This design comes from an exercise in tuning for small area and a short achievable clock period on the open sky130 flow, not from production work.
Only the layout flow was run in this run; the RTL was not checked for function there.
Power is estimated from default activity; no workload was simulated.

[flow/flow/area.abc]
strash
ifraig
scorr
dc2
strash
&get -n
&dch -f
&nf -R 1000
&put
[flow/flow/run.sh]
#!/bin/bash
# Own layout flow: the standard flow (standard.sh), with three changes:
#  - synthesis maps with an area-oriented ABC script (flow/area.abc) instead
#    of ORFS's speed script; everything else in synthesis is the standard flow's
#    synth_recipe.tcl unchanged (same registers, names and cell types);
#  - Yosys's full-adder extraction is left out (ADDER_MAP_FILE empty), so ABC
#    maps the adders along with the rest of the logic;
#  - ports are buffered with buf_2 cells, and timing repair may resize
#    cells across footprints (MATCH_CELL_FOOTPRINT 0);
#  - the timing repair steps aim for a setup slack margin (SETUP_MARGIN) so
#    that the critical paths get sized up after the area-oriented mapping.
# Each tool's full output goes to a log file in this folder.
set -euo pipefail
here=$(pwd)
SETUP_MARGIN=${SETUP_MARGIN:-9}
{
  echo "proc abc {args} {"
  echo "  set i [lsearch -exact \$args -script]"
  echo "  if {\$i >= 0} { set args [lreplace \$args [expr {\$i + 1}] [expr {\$i + 1}] $here/flow/area.abc] }"
  echo "  yosys abc {*}\$args"
  echo "}"
  cat synth_recipe.tcl
} > own_synth.tcl
bash standard.sh SYNTH_SCRIPT=$here/own_synth.tcl ADDER_MAP_FILE= SETUP_SLACK_MARGIN=$SETUP_MARGIN MATCH_CELL_FOOTPRINT=0 "BUFFER_PORTS_ARGS=-inputs -outputs -buffer_cell sky130_fd_sc_hd__buf_2" finish > flow_make.log 2>&1
[flow/standard.sh]
#!/bin/bash
# synth_recipe.tcl (not shown) runs the flow's synth.tcl, then flattens the netlist and writes it again
# the make line also repeats each setting of config.mk as NAME=value (left out here)
make -C /OpenROAD-flow-scripts/flow DESIGN_CONFIG=/design/flow/config.mk WORK_HOME=/design/flow/orfs CLKGATE_MAP_FILE= SYNTH_SCRIPT=/design/flow/synth_recipe.tcl "${@:-finish}"
[flow/constraint.sdc]
create_clock -name core_clock -period 13.0 [get_ports {CLK}]
set_input_delay 2.6000 -clock core_clock [delete_from_list [all_inputs] [get_ports {CLK}]]
set_output_delay 2.6000 -clock core_clock [all_outputs]
set_load 0.01 [all_outputs]
[flow/design.v]
`timescale 1ns / 1ps
module lab4_2(
  input [1:0] mode,
  input [2:0] n_gasoline_pumps,
  input [2:0] n_diesel_pumps,
  input [3:0] fuel_amount,
  input fuel_type,
  input CLK,
  input rst,
  output [0:5] pump_status,
  output is_gasoline_queue_not_full,
  output is_diesel_queue_not_full,
  output [3:0] n_cars_in_gasoline_queue,
  output [3:0] n_cars_in_diesel_queue,
  output [7:0] total_gasoline_needed,
  output [7:0] total_diesel_needed,
  output reg invalid_gasoline_car,
  output reg invalid_diesel_car,
  output reg invalid_setup_params
);
reg [5:0] gas;           
reg [5:0] dsl;           
reg g_none, d_none;      
reg [5:0] st;            
reg [17:0] rem;          
wire [3:0] cg, cd;       
wire [7:0] tg, td;       
genvar gj;
generate for (gj = 0; gj < 6; gj = gj + 1) begin : ps
  assign pump_status[gj] = st[gj];
end endgenerate
assign n_cars_in_gasoline_queue = cg | {4{g_none}};
assign n_cars_in_diesel_queue   = cd | {4{d_none}};
assign total_gasoline_needed    = tg | {8{g_none}};
assign total_diesel_needed      = td | {8{d_none}};
assign is_gasoline_queue_not_full = ~g_none & ~cg[3];
assign is_diesel_queue_not_full   = ~d_none & ~cd[3];
wire [5:0] busy, fin, tq_g, tq_d;
wire [5:0] take_g, take_d, busy_g, busy_d;
wire [17:0] hg, hd, rem_m1, lq;
lab4_2_pump_calc pc (.gas(gas), .dsl(dsl), .st(st), .rem(rem), .tq_g(tq_g), .tq_d(tq_d),
  .hg(hg), .hd(hd), .busy(busy), .fin(fin), .rem_m1(rem_m1), .lq(lq),
  .take_g(take_g), .take_d(take_d), .busy_g(busy_g), .busy_d(busy_d));
integer j;
wire proc = ~mode[1];    
wire amt_ok = fuel_amount[3] ? (fuel_amount[2:0] == 3'd0) : (fuel_amount[2:0] != 3'd0);
wire vg0 = mode[0] & ~fuel_type & amt_ok & ~g_none;    
wire vd0 = mode[0] &  fuel_type & amt_ok & ~d_none;
wire [3:0] setup_sum = {1'b0, n_gasoline_pumps} + {1'b0, n_diesel_pumps};
wire valid_setup = (setup_sum != 4'd0) && (setup_sum <= 4'd6);
wire do_setup = mode[1] & valid_setup;
reg [5:0] gas_new, use_new;
always @* begin
  for (j = 0; j < 6; j = j + 1) begin
    gas_new[j] = (n_gasoline_pumps > j);
    use_new[j] = (setup_sum > j);
  end
end
wire acc_g, acc_d;
wire [5:0] tn_g, tn_d;
lab4_2_fuel fuel_g (
  .CLK(CLK), .proc(proc), .clear(do_setup), .take_m(take_g), .busy_m(busy_g), .v(vg0),
  .amount(fuel_amount), .tq(tq_g), .h(hg), .acc(acc_g), .tn(tn_g), .cnt(cg), .total(tg));
lab4_2_fuel fuel_d (
  .CLK(CLK), .proc(proc), .clear(do_setup), .take_m(take_d), .busy_m(busy_d), .v(vd0),
  .amount(fuel_amount), .tq(tq_d), .h(hd), .acc(acc_d), .tn(tn_d), .cnt(cd), .total(td));
wire set_up = gas[0] | dsl[0];
wire [5:0] tq = tq_g | tq_d;
wire [5:0] tn = tn_g | tn_d;
always @(posedge CLK) begin
  if (rst) begin
    gas <= 0;
    dsl <= 0;
    g_none <= 1;
    d_none <= 1;
    st <= 0;
    invalid_gasoline_car <= 0;
    invalid_diesel_car <= 0;
    invalid_setup_params <= 0;
  end else if (mode[1]) begin
    invalid_gasoline_car <= 0;
    invalid_diesel_car <= 0;
    invalid_setup_params <= ~valid_setup;
    if (valid_setup) begin
      gas <= gas_new;
      dsl <= use_new & ~gas_new;
      g_none <= (n_gasoline_pumps == 3'd0);
      d_none <= (n_diesel_pumps == 3'd0);
      st <= use_new;
    end
  end else begin
    for (j = 0; j < 6; j = j + 1)
      st[j] <= busy[j] ? fin[j] : st[j] & ~(tq[j] | tn[j]);
    if (set_up) begin
      if (!mode[0]) invalid_setup_params <= 0;
      invalid_gasoline_car <= mode[0] & ~fuel_type & ~acc_g;
      invalid_diesel_car   <= mode[0] &  fuel_type & ~acc_d;
    end else if (mode[0]) begin
      invalid_gasoline_car <= 0;
      invalid_diesel_car <= 0;
    end
  end
  for (j = 0; j < 6; j = j + 1)
    if (busy[j]) rem[3*j +: 3] <= proc ? rem_m1[3*j +: 3] : rem[3*j +: 3];
    else rem[3*j +: 3] <= tq[j] ? lq[3*j +: 3] : fuel_amount[2:0];
end
endmodule
module lab4_2_pump_calc (
  input [5:0] gas, dsl, st,
  input [17:0] rem,
  input [5:0] tq_g, tq_d,
  input [17:0] hg, hd,
  output [5:0] busy,
  output reg [5:0] fin,        
  output reg [17:0] rem_m1,
  output reg [17:0] lq,        
  output [5:0] take_g, take_d, busy_g, busy_d
);
integer j;
assign busy = ~st & (gas | dsl);
assign take_g = st & gas;
assign take_d = st & dsl;
assign busy_g = ~st & gas;
assign busy_d = ~st & dsl;
always @* begin
  for (j = 0; j < 6; j = j + 1) begin
    fin[j] = (rem[3*j +: 3] == 3'd1);
    rem_m1[3*j +: 3] = rem[3*j +: 3] - 3'd1;
    lq[3*j +: 3] = tq_g[j] ? hg[3*j +: 3] : hd[3*j +: 3];
  end
end
endmodule
module lab4_2_fuel (
  input CLK,
  input proc,                
  input clear,               
  input [5:0] take_m,        
  input [5:0] busy_m,        
  input v,                   
  input [3:0] amount,
  output [5:0] tq,           
  output [17:0] h,           
  output acc,                
  output [5:0] tn,           
  output reg [3:0] cnt,
  output [7:0] total
);
reg [23:0] q;
reg [6:0] tot;
assign total = {1'b0, tot};
wire none_left, full;
wire [5:0] cand;
wire [23:0] c;
wire [7:0] ins;
wire [3:0] cnt_a, cnt_b;
wire [3:0] p, thi, thi_m1, thi_p1;
integer k;
lab4_2_fuel_calc calc (.take_m(take_m), .busy_m(busy_m), .q(q), .cnt(cnt), .tot(tot),
  .tq(tq), .cand(cand), .h(h), .none_left(none_left), .full(full), .c(c), .ins(ins),
  .cnt_a(cnt_a), .cnt_b(cnt_b), .p(p), .thi(thi), .thi_m1(thi_m1), .thi_p1(thi_p1));
assign acc = v & ~full;
wire enq = acc & ~none_left;
assign tn = cand & {6{v}};
wire [4:0] sw = {p[3], p} + {2'b0, amount[2:0]};            
wire up_w = (sw[4:3] == 2'b01) | ((sw[4:3] == 2'b00) & amount[3]);
wire dn_w = (sw[4:3] == 2'b11) & ~amount[3];
wire [6:0] with_car = {up_w ? thi_p1 : dn_w ? thi_m1 : thi, sw[2:0]};
wire [6:0] base = {p[3] ? thi_m1 : thi, p[2:0]};
always @(posedge CLK) begin
  if (proc) begin
    for (k = 0; k < 8; k = k + 1)
      q[3*k +: 3] <= ins[k] ? amount[2:0] : c[3*k +: 3];
    cnt <= enq ? cnt_b : cnt_a;
    tot <= acc ? with_car : base;
  end else if (clear) begin
    cnt <= 4'd0;
    tot <= 7'd0;
  end
end
endmodule
module lab4_2_fuel_calc (
  input [5:0] take_m,
  input [5:0] busy_m,
  input [23:0] q,
  input [3:0] cnt,
  input [6:0] tot,
  output reg [5:0] tq,
  output reg [5:0] cand,
  output reg [17:0] h,
  output none_left,          
  output full,               
  output [23:0] c,           
  output reg [7:0] ins,      
  output [3:0] cnt_a,        
  output [3:0] cnt_b,
  output [3:0] p,            
  output [3:0] thi, thi_m1, thi_p1
);
integer j, k;
reg [5:0] t;
reg [2:0] l [0:5];
reg [6:0] seen;
always @* begin
  for (k = 0; k < 6; k = k + 1) begin
    t[k] = (cnt > k);
    l[k] = q[3*k +: 3];
  end
  seen[0] = 1'b0;
  for (j = 0; j < 6; j = j + 1) begin
    tq[j] = take_m[j] & t[0];
    cand[j] = take_m[j] & ~t[0] & ~seen[j];
    h[3*j +: 3] = l[0];
    seen[j + 1] = seen[j] | (take_m[j] & ~t[0]);
    if (take_m[j]) begin
      t = {1'b0, t[5:1]};
      for (k = 0; k < 5; k = k + 1) l[k] = l[k + 1];
    end
  end
end
assign none_left = seen[6];
assign full = cnt[3] & (take_m == 6'd0);
wire [2:0] n = {2'b0, take_m[0]} + take_m[1] + take_m[2] + take_m[3] + take_m[4] + take_m[5];
wire [2:0] nb = {2'b0, busy_m[0]} + busy_m[1] + busy_m[2] + busy_m[3] + busy_m[4] + busy_m[5];
wire [3:0] left = cnt - n;      
assign cnt_a = none_left ? 4'd0 : left;
assign cnt_b = none_left ? 4'd1 : left + 4'd1;
always @* for (k = 0; k < 8; k = k + 1) ins[k] = none_left || k >= left;
reg [2:0] a [0:7];
reg [2:0] b [0:7];
reg [2:0] d [0:7];
always @* begin
  for (k = 0; k < 8; k = k + 1) a[k] = (n[0] && k < 7) ? q[3*(k + 1) +: 3] : q[3*k +: 3];
  for (k = 0; k < 8; k = k + 1) b[k] = (n[1] && k < 6) ? a[k + 2] : a[k];
  for (k = 0; k < 8; k = k + 1) d[k] = (n[2] && k < 4) ? b[k + 4] : b[k];
end
genvar gk;
generate for (gk = 0; gk < 8; gk = gk + 1) begin : cq
  assign c[3*gk +: 3] = d[gk];
end endgenerate
assign p = {1'b0, tot[2:0]} - {1'b0, nb};
assign thi = tot[6:3];
assign thi_m1 = thi - 4'd1;
assign thi_p1 = thi + 4'd1;
endmodule
[flow/config.mk]
export PLATFORM = sky130hd
export DESIGN_NAME = lab4_2
export DESIGN_NICKNAME = lab4_2
export VERILOG_FILES = /design/flow/design.v
export SDC_FILE = /design/flow/constraint.sdc
export NUM_CORES = 4
export LEC_CHECK = 0
export CAP_MARGIN = 20
export CORE_MARGIN = 2
export CORE_UTILIZATION = 40
export CTS_BUF_LIST = sky130_fd_sc_hd__clkbuf_4 sky130_fd_sc_hd__clkbuf_8
export SLEW_MARGIN = 20
export SYNTH_HIERARCHICAL = 1
==> notes.md <==
Route
The first routing iteration left between 600 and 700 violations. The post-detailed-route via-to-cell ratio is 5.61. The final layout contains routed wiring with a total length of 31.7 mm. Once detail routing completed, the nets flagged for antenna violations numbered 0.

The wire length per cell is between 15 and 20 um. The via count is around 9000. The first TritonRoute pass finished after 8 iterations. After detailed routing, the number of remaining DRC violations is 0.

Timing
The final setup TNS is 0 ns. Derived from the worst setup path, the maximum achievable clock frequency is 246 MHz. The clock period minus worst slack is 4.07 ns.

The actual slew at the worst max-slew pin is 1.01 ns. Setup repair after global routing could not meet its margin everywhere. The maximum clock skew at final layout is 0.0160 ns.

The hold violation total from the final report was 0. The total setup violations reported at the end of the flow is 0. Measured against its own limit, the worst slew margin works out to 0.326.

The number of slew-limit violations in the final report is 0. The final critical-path share of the clock period is 0.313.

Setup path
For the worst setup path, the data required time is 13.30 ns. The worst register-to-register path begins at gas[2]. The biggest fanout along the worst timing path is 8.

The worst register-to-register path has a depth of 14. The setup path with the least slack is of type in -> reg. The worst register-to-register path ends at fuel_g.tot[5]. STA classifies the critical path startpoint as a primary input.

STA classifies the critical path endpoint as a register. The setup check on the worst reg-to-reg path leaves a slack of 9.08 ns. The arrival time of data at the critical path endpoint is 4.36 ns.

Cells and area
The layout overhead on the synthesized area is 26.1%. 0 antenna diodes ended up in the layout. The core occupancy in the finished layout is 0.513.

After filler insertion, the fill cell instance count of the layout stands at 2259. The number of nets in the layout is 1334. In the final layout, the share of cells above drive strength 1 is 0.245. The finished cells cover 12500 um^2.

Synth
Yosys mapped a number of flops with a built-in enable equal to 88. In the post-synthesis netlist, the biggest area contributors are sky130_fd_sc_hd__edfxtp_1 (27%), sky130_fd_sc_hd__mux2_1 (10%), sky130_fd_sc_hd__mux2i_1 (7.8%). The number of nets handed over by synthesis was 1200.

In the synthesized netlist, the cells that appear most often are sky130_fd_sc_hd__nor2_1 (158), sky130_fd_sc_hd__o21ai_0 (112), sky130_fd_sc_hd__a21oi_1 (104). The cell count after synthesis came out at roughly 1200. In the synthesized netlist the dominant register cell turns out to be sky130_fd_sc_hd__edfxtp_1. The Yosys step of the flow raised 15 warnings. The most common cell in the synthesized netlist is sky130_fd_sc_hd__nor2_1. The mapped netlist covers between 9000 and 10000 um^2.

The synthesized area per cell is 8.34 um^2. Synthesis instantiated 40 different standard cells from the library. The total of flip-flops plus latches after synthesis is between 100 and 150. The post-synthesis cell type with the largest combined area is sky130_fd_sc_hd__edfxtp_1. The sequential fraction of the synthesis area is 0.314. Of the post-synthesis cell area, the dominant cell type holds 0.267.

In the synthesized netlist the async set-or-reset flop fraction comes to 0.

Global routing
The number of antenna violations at the first check in global routing is 1. In the global route stage, overall resource usage came out at 0.229. The wire length of the first global-routing pass is around 47 mm. The number of global-route vias before repair was 8568. The remaining global-route overflow is 0.

Entering global routing, the biggest net connects 78 pins.

Job
The number of max-capacitance violations reported is 0.

Die
The die is 161 um tall. The total number of placement rows is 57. The initial utilization of the core area, before any placement, comes to 0.407. The die span in x is 161 um. The number of placed I/O pins is 50. The floorplan step defined a core boundary enclosing 24300 um^2.

The area of the die is 26000 um^2.

Clocking
The clock net in this run drives a total of 111 sinks. The count of H-tree levels built during CTS is 3. Buffers inserted to repair hold after CTS numbered 0.

The cell sitting at the root of the clock tree is a sky130_fd_sc_hd__clkbuf_8. The clock-pin slew on the worst setup and hold paths is roughly 0.12 ns. The later pin in the worst-skew pair is clocked with a latency of 0.41 ns. The deepest clock path buffer count is 2. The clock tree from TritonCTS is built. The number of clock buffers inserted by TritonCTS is 9.

Worst hold path
The worst hold path was traced through 2 stages. The end point of the worst hold path is dsl[1]. The classification of the worst-slack hold path is reg -> reg. In this run the most critical hold path is launched from dsl[1].

Run status
The run finished with no timing, DRC or antenna violations.

Pwr
The total leakage power is 4.82 nW. The total power divided by cell area is approximately 140 nW/um^2. IR analysis of the VDD net gives a maximum drop of 102 uV. Summing internal, switching and leakage power gives 1.80 mW.

Placed design
In this run the cell area measured after placement is ~11000 um^2. The number of buffers inserted by port buffering is 49. The placer congestion estimate is ~0.9. The half-perimeter wire length of the detailed placement result is 19.6 mm.
## what timing repair did
item                                   in CTS  in global routing
gates cloned                               10                  4
endpoints found under the hold margin       0                  0
setup buffers                              28                 51
gates resized for setup                    95                124
pin swaps                                  30                 58
setup endpoints to repair                 140                102
## logic make-up after synthesis
| logic type | after synthesis | share of synthesized area |
|---|---|---|
| and+or+nand+nor | 440 | 0.213 |
| buffers and inverters | 86 | 0.0418 |
| AOI/OAI and AO/OA | 272 | 0.153 |
| DFF | 111 | 0.314 |
| xor gates and xnor gates | 86 | 0.0762 |
| other | 2 | 0.000759 |
| adders and majority gates | 21 | 0.0213 |
| muxes | 167 | 0.180 |
## worst max path at each step
stage | from | endpoint | cells past startpoint
3_3_place_gp | fuel_amount[2] | fuel_d.cnt[0] | 9
6_report | n_gasoline_pumps[0] | d_none | 11
5_1_grt | n_gasoline_pumps[1] | dsl[5] | 11
2_1_floorplan | n_diesel_pumps[1] | fuel_d.cnt[0] | 8
3_5_place_dp | fuel_amount[2] | fuel_d.cnt[0] | 9
4_1_cts | dsl[0] | fuel_d.q[15] | 16
## where the power goes
group / switching [mW] / total [mW] / internal, mW
clock: 0.142 / 0.237 / 0.0949
sequential: 0.0851 / 0.567 / 0.482
combinational: 0.537 / 1.00 / 0.464
total: 0.764 / 1.80 / 1.04
## modules after synthesis, one instance, submodules excluded
module,cells inside,flip-flops and latches,times used,area (um^2)
lab4_2_fuel_calc,299,0,2,1870
lab4_2_pump_calc,78,0,1,571
lab4_2,241,41,1,2140
lab4_2_fuel,134,35,2,1730
## stage by stage
step	instances	setup WS (ns)	hold slack (ns)
finish	1648	8.93	0.507
global route	1648	8.89	0.522
CTS	1593	8.94	0.501
detailed placement	1539	8.00	0.457
global placement	1539	8.10	0.457
floorplan	1185	8.79	0.430
## layer usage
layer / routed length, um / GRT usage
met5: 0 / 0
met4: 773 / 0.0666
met3: 1690 / 0.0241
met2: 15200 / 0.380
met1: 14000 / 0.316
## worst max-delay path, stage by stage
cell and delay [ns]:
sky130_fd_sc_hd__buf_4 0.14, sky130_fd_sc_hd__nand2_4 0.08, sky130_fd_sc_hd__o21ai_4 0.07, sky130_fd_sc_hd__or3_4 0.40, sky130_fd_sc_hd__mux2i_1 0.16, sky130_fd_sc_hd__nor2_2 0.19, sky130_fd_sc_hd__nand2_4 0.15, sky130_fd_sc_hd__buf_6 0.18
sky130_fd_sc_hd__buf_4 0.13, sky130_fd_sc_hd__a21oi_1 0.17, sky130_fd_sc_hd__o41ai_2 0.09
## cells in the final DEF (no fill, tap or decap), drive strengths merged, types with 5 or more instances in the layout
cell,netlist,final
nand2,88,88
nor3,33,33
nand3,12,12
nor2,158,158
o21ai,112,112
and2,34,40
clkbuf,0,12
buf,24,133
a31oi,5,5
maj3,21,21
or2,38,40
a211oi,5,5
xnor2,53,56
nand2b,18,18
nor2b,31,31
and3,12,12
xor2,33,33
o21a,16,16
dfxtp,23,23
o221ai,8,8
o211ai,6,6
mux2i,77,77
a21oi,104,104
mux2,90,90
clkinv,62,53
edfxtp,88,88
inv,0,11
## sequential cells by signal, summed over array words and instances (netlist names)
signal and flops:
invalid_diesel_car 1, fuel_d.cnt 4, dsl 6, invalid_gasoline_car 1, fuel_d.q 24, fuel_g.cnt 4
g_none 1, fuel_g.q 24, fuel_g.tot 7, st 6, fuel_d.tot 7, d_none 1
rem 18, invalid_setup_params 1, gas 6
## layout make-up
type	count	area, um^2	share of cell area
inverters	62	275	0.0221
clock inverters	6	73.8	0.00592
multi-input cells	999	7360	0.590
clock buffers	10	131	0.0105
repair inverters	1	8.76	0.000702
repair buffers	135	1070	0.0860
flip-flops and latches	111	3150	0.253
well taps	324	405	0.0325

what the ideal ports hide:
The results above use ideal ports. As a check the final layout listed here was re-extracted and re-timed, cells and wires unchanged.
Step 1 sets driving cells, clkbuf_16 on the clock port and buf_2 on the other inputs (assumed; they add their load-dependent delay and slew).
Step 2, shift: input delay + t, output delay - t, t = (earliest + latest rising clock arrival at the registers) / 2. This alone moves slack from input paths to output paths.
a / b / c = ideal ports / drivers / drivers and shift; a / b = the first two.
t (ns): 0.438
setup slack, ns: 8.933 / 8.915 / 8.477
worst setup path after step 2: input to register
clock arrival spread, ns: 0.018 / 0.018
worst slew at a driven data input, ns: 0.19
After both steps this run still meets setup and hold. For this run, drivers alone change the setup slack by -0.018 ns; drivers and shift together by -0.456 ns.
